This design comes from an exercise in tuning for small area, a short achievable clock period and few clock cycles on the open sky130 flow, not from production work. In this exercise RTL edits were held to simulation tests only and were not proved equivalent to the original. Power figures rest on the tool's default switching activity, not on a simulated workload.

**flow/config.mk**
```make
export PLATFORM = sky130hd
export DESIGN_NAME = core
export DESIGN_NICKNAME = core
export VERILOG_FILES = /design/flow/design.v
export SDC_FILE = /design/flow/constraint.sdc
export NUM_CORES = 4
export LEC_CHECK = 0
export CAP_MARGIN = 20
export CORE_MARGIN = 2
export CORE_UTILIZATION = 40
export SLEW_MARGIN = 20
```
**flow/constraint.sdc**
```tcl
create_clock -name core_clock -period 12.0 [get_ports {clk}]
set_input_delay 2.4000 -clock core_clock [delete_from_list [all_inputs] [get_ports {clk}]]
set_output_delay 2.4000 -clock core_clock [all_outputs]
set_load 0.01 [all_outputs]
```
**flow/design.v**
```verilog
module alu(  
    input [31:0] srcA,  
    input [31:0] srcB,  
    output reg [31:0] result,  
    input [9:0] funct,  
    output reg zero  
);
always @(funct, srcA, srcB) begin
    case(funct)
        10'b0000000000:
            result = srcA + srcB;
        10'b1000000000:
            result = (srcA + srcB) & -32'd2;
        10'b0100000000:
            result = srcA - srcB;
        10'b0000000001:
            result = srcA << srcB[4:0];
        10'b0000000010:
            result = ((srcA[31] == 1 && srcB[31] == 0) || ((srcA[31] == srcB[31]) && (srcA[30:0] < srcB[30:0]))) ? 32'b1 : 32'b0;
        10'b0000000011:
            result = (srcA < srcB) ? 32'b1 : 32'b0;
        10'b0000000100:
            result = srcA ^ srcB;
        10'b0000000101:
            result = srcA >> srcB[4:0];
        10'b0100000101:
            result = ((srcA ^ {32{srcA[31]}}) >> srcB[4:0]) ^ {32{srcA[31]}};
        10'b0000000110:
            result = srcA | srcB;
        10'b0000000111:
            result = srcA & srcB;
        default: result = 32'b0;
    endcase
    zero = result == 32'b0;
end
endmodule
module load_extend(
  input [1:0] address,
  input [31:0] data_in,
  output reg [31:0] data_out,
  input [2:0] funct
);
reg [31:0] data_shift;
always @(address, data_in) begin
    case(address)
        2'b00:  
            data_shift = data_in;
        2'b01:  
            data_shift = data_in >> 8;
        2'b10:  
            data_shift = data_in >> 16;
        2'b11:  
            data_shift = data_in >> 24;
        default:
            data_shift = data_in;
    endcase
end
always @(funct, data_shift) begin
    case(funct)
        3'b000:  
            data_out = {{24{data_shift[7]}}, data_shift[7:0]};
        3'b001:  
            data_out = {{16{data_shift[15]}}, data_shift[15:0]};
        3'b010:  
            data_out = data_shift;
        3'b100:  
            data_out = {24'd0, data_shift[7:0]};
        3'b101:  
            data_out = {16'd0, data_shift[15:0]};
        default:
            data_out = data_shift;
    endcase
end
endmodule
module store_mask(
  input [1:0] address,
  input [31:0] data_in,
  input [31:0] data_current,
  output [31:0] data_out,
  input [1:0] funct
);
reg [31:0] data_masked;
reg [31:0] data_shifted;
reg [31:0] data_current_masked;
always @(funct, data_in) begin
    case(funct)
        2'b00:  
            data_masked = data_in & 32'hFF;
        2'b01:  
            data_masked = data_in & 32'hFFFF;
        2'b10:  
            data_masked = data_in;
        default:
            data_masked = data_in;
    endcase
end
always @(address, data_masked) begin
    case(address)
        2'b00:  
            data_shifted = data_masked;
        2'b01 :  
            data_shifted = data_masked << 8;
        2'b10:  
            data_shifted = data_masked << 16;
        2'b11:  
            data_shifted = data_masked << 24;
        default:
            data_shifted = data_masked;
    endcase
end
always @(funct, address, data_current) begin
    case(funct)
        2'b00:  
            case(address)
                2'b00:  
                    data_current_masked = data_current & 32'hFFFFFF00;
                2'b01:  
                    data_current_masked = data_current & 32'hFFFF00FF;
                2'b10:  
                    data_current_masked = data_current & 32'hFF00FFFF;
                2'b11:  
                    data_current_masked = data_current & 32'h00FFFFFF;
                default:
                    data_current_masked = 32'h0;
            endcase
        2'b01:  
            case(address)
                2'b00:  
                    data_current_masked = data_current & 32'hFFFF0000;
                2'b10:  
                    data_current_masked = data_current & 32'h0000FFFF;
                default:
                    data_current_masked = 32'h0;
            endcase
        2'b10:  
            data_current_masked = 32'h0;
        2'b11:
            data_current_masked = 32'h0;
        default:
            data_current_masked = 32'h0;
    endcase
end
assign data_out = data_current_masked | data_shifted;
endmodule
module regfile(  
    input clk,  
    input we,  
    input [4:0] rs1,  
    input [4:0] rs2,  
    input [4:0] rd,  
    input [31:0] wd,  
    output reg [31:0] rd1,  
    output reg [31:0] rd2  
);
reg [31:0] registers [31:1];  
always @(posedge clk) begin
    if(we == 1 && rd != 0) begin
        registers[rd] <= wd;
    end
    rd1 <= (rs1 == 0) ? 32'b0 : registers[rs1];
    rd2 <= (rs2 == 0) ? 32'b0 : registers[rs2];
end
endmodule
module control_unit(  
    input clk,  
    input resetn,  
    input zero,  
    input less,  
    input [6:0] opcode,  
    input [2:0] funct3,  
    input [6:0] funct7,  
    output reg [9:0] alu_control,  
    output reg pc_en,  
    output reg mem_en,
    output reg reg_en,
    output reg instr_en,
    output reg mask_en,
    output reg adr_sel,  
    output reg [2:0] imm_sel,
    output reg [1:0] srcA_sel,
    output reg [1:0] srcB_sel,
    output reg [1:0] result_sel,
    output reg mask_sel
);
reg [3:0] state, next_state;
parameter [3:0]
    FETCH = 4'd0,
    DECODE = 4'd1,
    R_EXECUTE = 4'd2,
    WRITE_BACK = 4'd3,
    I_EXECUTE = 4'd4,
    MEM_EXECUTE = 4'd5,
    MEM_READ = 4'd6,
    LOAD_WRITE_BACK = 4'd7,
    MEM_WRITE = 4'd8,
    COMPARE = 4'd9,
    DECIDE = 4'd10,
    LINK = 4'd11,
    JUMP = 4'd12,
    U_EXECUTE = 4'd13,
    MASK_EXECUTE = 4'd14,
    HALT = 4'd15;
parameter [6:0]
    rtype = 7'b0110011,
    itype = 7'b0010011,
    load = 7'b0000011,
    store = 7'b0100011,
    btype = 7'b1100011,
    jal = 7'b1101111,
    lui = 7'b0110111,
    auipc = 7'b0010111,
    jalr = 7'b1100111,
    ebreak = 7'b1110011;
always @(state, opcode, funct3, funct7, zero, less) begin
    pc_en = 1'b0;
    mem_en = 1'b0;
    reg_en = 1'b0;
    instr_en = 1'b0;
    mask_en = 1'b0;
    adr_sel = 1'b0;
    imm_sel = 3'b000;
    srcA_sel = 2'b01;
    srcB_sel = 2'b10;
    result_sel = 2'b10;
    mask_sel = 1'b0;
    alu_control = 10'b0000000000;
    next_state = FETCH;
    case(state)
        FETCH: begin
            instr_en = 1'b1;
            srcA_sel = 2'b00;
            srcB_sel = 2'b10;
            alu_control = 10'b0000000000;
            result_sel = 2'b00;
            pc_en = 1'b1;
            next_state = DECODE;
        end
        DECODE:
            case(opcode)
                rtype:
                    next_state = R_EXECUTE;
                itype:
                    next_state = I_EXECUTE;
                store, load:
                    next_state = MEM_EXECUTE;
                btype:
                    next_state = COMPARE;
                jal, jalr:
                    next_state = LINK;
                lui, auipc:
                    next_state = U_EXECUTE;
                ebreak:
                    next_state = HALT;
                default:
                    next_state = FETCH;
            endcase
        R_EXECUTE: begin
            srcA_sel = 2'b10;
            srcB_sel = 2'b00;
            alu_control = {funct7, funct3};
            next_state = WRITE_BACK;
        end
        WRITE_BACK: begin
            reg_en = 1'b1;
            result_sel = 2'b10;
            next_state = FETCH;
        end
        I_EXECUTE: begin
            srcA_sel = 2'b10;
            srcB_sel = 2'b01;
            alu_control = (funct3 == 3'b101) ? {funct7, funct3} : {7'd0, funct3};
            imm_sel = 3'b000;
            next_state = WRITE_BACK;
        end
        MEM_EXECUTE: begin
            srcA_sel = 2'b10;
            srcB_sel = 2'b01;
            alu_control = 10'b0000000000;
            if(opcode == load) begin
                imm_sel = 3'b000;
                next_state = MEM_READ;
            end else if(funct3 == 3'b010) begin
                imm_sel = 3'b001;
                next_state = MEM_WRITE;
            end else begin
                imm_sel = 3'b001;
                next_state = MASK_EXECUTE;
            end
        end
        MEM_READ: begin
            result_sel = 2'b10;
            adr_sel = 1'b1;
            next_state = LOAD_WRITE_BACK;
        end
        LOAD_WRITE_BACK: begin
            result_sel = 2'b01;
            reg_en = 1'b1;
            next_state = FETCH;
        end
        MEM_WRITE: begin
            result_sel = 2'b10;
            adr_sel = 1'b1;
            mem_en = 1'b1;
            if(funct3 != 3'b010)
                mask_sel = 1'b1;
            next_state = FETCH;
        end
        COMPARE: begin
            srcA_sel = 2'b10;
            srcB_sel = 2'b00;
                case(funct3)
                    3'b000, 3'b001:
                        alu_control = 10'b0100000000;
                    3'b100, 3'b101:
                        alu_control = 10'b0000000010;
                    3'b110, 3'b111:
                        alu_control = 10'b0000000011;
                    default:
                        alu_control = 10'b0000000000;
                endcase
            next_state = DECIDE;
        end
        DECIDE: begin
            srcA_sel = 2'b01;
            srcB_sel = 2'b01;
            imm_sel = 3'b010;
            alu_control = 10'b0000000000;
            result_sel = 2'b00;
            case(funct3)
                3'b000:
                    pc_en = zero;
                3'b001:
                    pc_en = ~zero;
                3'b100, 3'b110:
                    pc_en = less;
                3'b101, 3'b111:
                    pc_en = ~less;
                default:
                    pc_en = 1'b0;
            endcase
            next_state = FETCH;
        end
        LINK: begin
            srcA_sel = 2'b01;
            srcB_sel = 2'b10;
            alu_control = 10'b0000000000;
            result_sel = 2'b00;
            reg_en = 1'b1;
            next_state = JUMP;
        end
        JUMP: begin
            srcA_sel = (opcode == jal) ? 2'b01 : 2'b10;
            srcB_sel = 2'b01;
            imm_sel = (opcode == jal) ? 3'b011: 3'b000;
            alu_control = (opcode == jal) ? 10'b0000000000 : 10'b1000000000;
            result_sel = 2'b00;
            pc_en = 1'b1;
            next_state = FETCH;
        end
        U_EXECUTE: begin
            srcA_sel = (opcode == lui) ? 2'b11 : 2'b01;
            srcB_sel = 2'b01;
            imm_sel = 3'b101;
            alu_control = 10'b0000000000;
            next_state = WRITE_BACK;
        end
        MASK_EXECUTE: begin
            srcA_sel = 2'b10;
            srcB_sel = 2'b01;
            alu_control = 10'b0000000000;
            imm_sel = 3'b001;
            result_sel = 2'b10;
            adr_sel = 1'b1;
            mask_en = 1'b1;
            next_state = MEM_WRITE;
        end
        HALT:
            next_state = HALT;
        default:
            next_state = FETCH;
    endcase
end
always @(posedge clk) begin
    if (resetn == 1'b0) state <= FETCH;
    else state <= next_state;
end
endmodule
module core(  
  input clk,  
  input resetn,  
  output reg [31:0] address,  
  output [31:0] data_out,  
  input [31:0] data_in,  
  output we  
);
wire reg_en;
wire pc_en;
reg [31:0] instr;
wire [31:0] rd1;
wire [31:0] rd2;
reg [31:0] srcA;
reg [31:0] srcB;
wire [31:0] alu_result;
wire zero;
wire [9:0]  alu_control;
reg [31:0] alu_out;
reg zero_out;
reg [31:0] result;
reg [31:0] imm_ext;
wire instr_en;
wire adr_sel;
wire [1:0] srcA_sel;
wire [1:0] srcB_sel;
wire [2:0] imm_sel;
wire [1:0] result_sel;
wire mask_en;
wire mask_sel;
reg [31:0] pc_out;
reg [31:0] old_pc;
reg [31:0] data_in_stored;
wire [31:0] data_in_ext;
reg [31:0] data_current;
wire [31:0] data_masked;
store_mask smsk_inst(
  .data_in(rd2),
  .address(result[1:0]),
  .data_current(data_current),
  .data_out(data_masked),
  .funct(instr[13:12])
);
load_extend ext_inst(
  .data_in(data_in),
  .address(address[1:0]),
  .data_out(data_in_ext),
  .funct(instr[14:12])
);
alu alu_inst(
  .srcA(srcA),
  .srcB(srcB),
  .result(alu_result),
  .funct(alu_control),
  .zero(zero)
);
regfile reg_inst(
  .clk(clk),  
  .we(reg_en),  
  .rs1(instr[19:15]),  
  .rs2(instr[24:20]),  
  .rd(instr[11:7]),  
  .wd(result),  
  .rd1(rd1),  
  .rd2(rd2)  
);
control_unit ctrl_inst(
  .clk(clk),
  .resetn(resetn),
  .zero(zero_out),
  .less(alu_out[0]),
  .opcode(instr[6:0]),
  .funct3(instr[14:12]),
  .funct7(instr[31:25]),
  .alu_control(alu_control),
  .pc_en(pc_en),
  .mem_en(we),
  .reg_en(reg_en),
  .instr_en(instr_en),
  .mask_en(mask_en),
  .adr_sel(adr_sel),
  .imm_sel(imm_sel),
  .srcA_sel(srcA_sel),
  .srcB_sel(srcB_sel),
  .result_sel(result_sel),
  .mask_sel(mask_sel)
);
always @(adr_sel, pc_out, result) begin
  if(adr_sel == 1'b0) begin
    address = pc_out;
  end else begin
    address = result;
  end
end
always @(srcA_sel, pc_out, old_pc, rd1) begin
  case(srcA_sel)
    2'b00:
      srcA = pc_out;
    2'b01:
      srcA = old_pc;
    2'b10:
      srcA = rd1;
    2'b11:
      srcA = 32'd0;
    default:
      srcA = rd1;
  endcase
end
always @(srcB_sel, imm_ext, rd2) begin
  case(srcB_sel)
    2'b00:
      srcB = rd2;
    2'b01:
      srcB = imm_ext;
    2'b10:
      srcB = 32'd4;
    default:
      srcB = 32'd0;
  endcase
end
always @(result_sel, alu_result, alu_out, data_in_stored) begin
  case(result_sel)
    2'b00:
      result = alu_result;
    2'b01:
      result = data_in_stored;
    2'b10:
      result = alu_out;
    default:
      result = alu_out;
  endcase
end
always @(imm_sel, instr[31:7]) begin
  case(imm_sel)
    3'b000:
      imm_ext = {{21{instr[31]}}, instr[30:20]};
    3'b001:
      imm_ext = {{21{instr[31]}}, instr[30:25], instr[11:7]};
    3'b010:
      imm_ext = {{20{instr[31]}}, instr[7], instr[30:25], instr[11:8], 1'b0};
    3'b011:
      imm_ext = {{12{instr[31]}}, instr[19:12], instr[20], instr[30:21], 1'b0};
    3'b100:
      imm_ext = {{13{instr[31]}}, instr[30:12]};
    3'b101:
      imm_ext = {instr[31:12], 12'd0};
    default
      imm_ext = 32'd0;
  endcase
end
assign data_out = mask_sel ? data_masked : rd2;
always @(posedge clk) begin
  if(mask_en == 1'b1) begin
    data_current <= data_in;
  end
end
always @(posedge clk) begin
  data_in_stored <= data_in_ext;
end
always @(posedge clk) begin
  alu_out <= alu_result;
  zero_out <= zero;
end
always @(posedge clk) begin
  if(instr_en == 1'b1) begin
    old_pc <= pc_out;
    instr <= data_in;
  end
end
always @(posedge clk) begin
  if (resetn == 1'b0) begin
    pc_out <= 32'h00000000;
  end else if(pc_en == 1'b1) begin
    pc_out <= result;
  end
end
endmodule
```
**flow/run.sh**
```bash
#!/bin/bash
# synth_recipe.tcl (not shown) runs the flow's synth.tcl, then flattens the netlist and writes it again
# the make line also repeats each setting of config.mk as NAME=value (left out here)
make -C /OpenROAD-flow-scripts/flow DESIGN_CONFIG=/design/flow/config.mk WORK_HOME=/design/flow/orfs CLKGATE_MAP_FILE= SYNTH_SCRIPT=/design/flow/synth_recipe.tcl finish
```
==> out/metrics.csv <==
stage;metric;value;unit
global_route;globalRouteOverflowTotal;0;
synthesis;syn_inst;4693;
place;port_buffers;98;
layout;final_nets;4889;
floorplanning;core_region_area;165000;sq um
synthesis;ys_warn_count;6;
synthesis;synth_top_area_share;49.0;%
clock_network;numCtsBuffers;134;
place;hpwl;171;mm
synthesis;yosysUniqueCellTypes;108;
synthesis;syn_nets;4827;
synthesis;syn-mean-instance-area;14.2;sq um
clock_network;clock_sinks;1253;
min_path;hold_class;register to register;
floorplanning;initial_core_util;40.3;%
routing;first_pass_iters;6;
synthesis;synth_largest_area_cell;edfxtp_1;
synthesis;synth-async-reset-ratio;0;%
global_route;grt_pass1_wl;357;mm
synthesis;yosysMostFrequentCell;edfxtp_1;
timing;hold_viol_final;0;
setup_path;crit_buf_inv;8;
setup_path;cp_data_required_time;9.60;ns
synthesis;ys_seq_elements;1253;
place;place_congestion;1.05;
floorplanning;die_area;170000;sq um
setup_path;slowest_stage;clkdlybuf4s50_1;
global_route;antenna_found_initial;18;
layout;area_growth;12.8;%
routing;drc_errors;0;
timing;tns;0;ns
clock_network;ctsHtreeMaxLevel;4;
floorplanning;fp-row-count;149;
layout;fin_area;75200;sq um
setup_path;path_common_cell;buf_4;
global_route;grt_use_total;29.9;%
synthesis;synth_flop_cell;edfxtp_1;
global_route;grt_pass1_vias;45100;
power;leakage;25.8;nW
synthesis;yosys-top-cells-area;edfxtp_1 49%, mux4_2 20%, dfxtp_1 5.0%;
power;power_frac_seq;43.6;%
setup_path;critPathMaxStageDelay;0.54;ns
timing;report.final.slew_viol_count;0;
synthesis;ys_top_cells_by_count;1088 x edfxtp_1, 593 x mux4_2, 377 x nor2_1;
floorplanning;io_pins;99;
setup_path;rrSetupSlack;3.22;ns
routing;drt-initial-drc-count;6957;
timing;fmax;86.2;MHz
timing;fin_crit;11.60;ns
place;dpl-instance-area;70700;sq um
setup_path;critPathKind;register to primary output;
timing;worst_pin_slew;1.23;ns
power;powerDensity;164;nW/um^2
job;max_cap_viol_count;0;
power;p_sw_share;30.9;%
clock_network;clkLatencyLatePin;0.78;ns
power;p_sw;0.00381;W
power;p_clk_share;33.6;%
power;p_comb_share;22.9;%
clock_network;cts_tree;yes;
synthesis;synth-edff-count;1088;
setup_path;crit_path_end_kind;primary output;
clock_network;clk_pin_slew_worst_paths;0.06;ns
setup_path;crit_arrival;9.20;ns
routing;drt-total-wl;257;mm
power;power.internal;0.00853;W
timing;fin_crit_sh;96.7;%
routing;vias_per_cell;6.62;
clock_network;root_buffer;clkbuf_16;
global_route;grt_max_degree;124;
timing;fin_skew;0.0476;ns
clock_network;cts_hold_buf;0;
routing;drtAntennaViolNets;0;
floorplanning;dieHeight;412;microns
timing;slew-limit-headroom;17.7;%
setup_path;critPathMaxFanout;23;
clock_network;clk_path_buf_depth;3;
layout;layout-drive-gt1-share;22.8;%
status;status;complete, no violations;
timing;setup_viol;0;
synthesis;syn_area;66600;sq um
routing;wire_per_inst;36.4;microns
floorplanning;die_w;412;microns
routing;vias;46700;
setup_path;critPathTopFamily;compound AO/OA/AOI/OAI gates;
setup_path;worst_setup_path_start_kind;register;
power;vdd_drop_max;159;uV
synthesis;ys_seq_area_share;54.0;%
worst paths after layout:
kind              cells past startpoint                    start                   end
hold / removal                        0  pc_out[22]$_SDFFE_PN0P_  old_pc[22]$_DFFE_PN_
setup reg to reg                     33       instr[4]$_DFFE_PN_      zero_out$_DFF_P_
hold reg to reg                       0  pc_out[22]$_SDFFE_PN0P_  old_pc[22]$_DFFE_PN_
setup / recovery                     34       instr[4]$_DFFE_PN_          data_out[14]
layer usage:
| layer | up-vias | wire length [microns] | track usage, % |
|---|---|---|---|
| li1 | 19100 | - | - |
| met1 | 24200 | 102000 | 41.0 |
| met2 | 2818 | 116000 | 45.8 |
| met3 | 571 | 25900 | 6.76 |
| met4 | 16 | 12700 | 13.1 |
| met5 | - | 110 | 0 |
worst register-to-register path, delay by kind of cell (launching register included):
family | cells | cell delay, ns
AND/OR/NAND/NOR | 9 | 3.35
AO/OA/AOI/OAI | 17 | 3.24
buffers and inverters | 5 | 1.14
adder cells (fa/ha/maj) | 2 | 0.46
flip-flops | 1 | 0.44
per-stage QoR:
step	total power [W]	hold WS [ns]	setup slack, ns	instances	util, %
finish	0.0123	0.493	0.399	7047	45.5
global route	0.0127	0.504	-0.0385	7046	45.5
detailed placement	0.00818	0.466	0.736	6798	42.8
CTS	0.0123	0.489	0.0536	7036	45.4
floorplan	0.00696	0.437	1.44	4693	-
global placement	0.00818	0.457	0.648	6797	42.8
cells in the final DEF (no fill, tap or decap), drive strengths merged, types with 15 or more instances in the layout:
cell	count
edfxtp	1088
mux4	593
nor2	377
a21oi	300
nand2	295
mux2i	225
buf	190
clkbuf	181
dfxtp	165
inv	144
o21ai	140
clkdlybuf4s50	97
ha	97
nand3	66
nor3	58
and2	48
a221o	47
clkinv	41
a22oi	39
o211ai	39
a211oi	37
a22o	33
o21a	32
a31oi	32
a221oi	29
o211a	27
o22ai	23
nand2b	22
nor2b	22
o221ai	21
xnor2	20
nand4	19
o21bai	19
a21o	18
o31ai	17
and3	15
nor4	15
sequential cells by signal, summed over array words and instances, names as in the netlist:
signal              count
zero_out                1
instr                  32
pc_out                 32
reg_inst.rd1           32
ctrl_inst.state         4
reg_inst.registers    992
data_in_stored         32
alu_out                32
data_current           32
old_pc                 32
reg_inst.rd2           32
cells by family after synthesis:
kind of cell	Yosys count	share of synthesized area, %
DFF	1253	54.0
and+or+nand+nor	995	6.79
AOI/OAI and AO/OA	989	10.2
muxes	829	23.7
buffers and inverters	505	3.10
adders and majority gates	101	1.93
xor gates and xnor gates	21	0.287
power by group through the flow:
| stage | clock (W) | sequential, W | combinational [W] |
|---|---|---|---|
| 4_1_cts | 0.00419 | 0.00535 | 0.00274 |
| 3_5_place_dp | 0 | 0.00544 | 0.00274 |
| 6_report | 0.00415 | 0.00537 | 0.00282 |
| 5_1_grt | 0.00436 | 0.00537 | 0.00296 |
| 3_3_place_gp | 0 | 0.00544 | 0.00273 |
| 2_1_floorplan | 0 | 0.00529 | 0.00166 |
repair_timing:
action | 4_1_cts | 5_1_grt
setup buffers | 0 | 10
setup endpoints to repair | 15 | 32
pin swaps | 0 | 5
cloned | 0 | 0
resized for setup | 2 | 13
cell type report:
class / count / area [sq um]
Tap cell: 2189 / 2740
Clock inverter: 57 / 709
Inverter: 144 / 547
Timing Repair Buffer: 287 / 2490
Antenna cell: 1 / 2.50
Multi-Input combinational cell: 2935 / 29000
Fill cell: 14600 / 90000
Clock buffer: 181 / 3650
Sequential cell: 1253 / 36000
Testbench counts, summed over its fixed seeds: cycles 693,069.

-- separate check: timing with driven ports --
How much do the figures lean on ideal ports? The routed layout below was timed once more, with nothing changed but the port constraints.
Step 1 sets driving cells, clkbuf_16 on the clock port and buf_2 on the other inputs (assumed; they add their load-dependent delay and slew).
Step 2, shift: input delay + t, output delay - t, t = (earliest + latest rising clock arrival at the registers) / 2. This alone moves slack from input paths to output paths.
Slacks: ideal / step 1 / step 2; pairs: ideal / step 1.
t, ns: 0.839
setup WS [ns]: 0.399 / 0.314 / 1.153
hold slack, ns: 0.493 / 0.493 / 0.493
worst setup path at the end: register to output
latest minus earliest clock arrival (ns): 0.048 / 0.048
After both steps setup and hold are still met in this run. For this run, drivers alone change the setup slack by -0.085 ns; drivers and shift together by +0.754 ns.
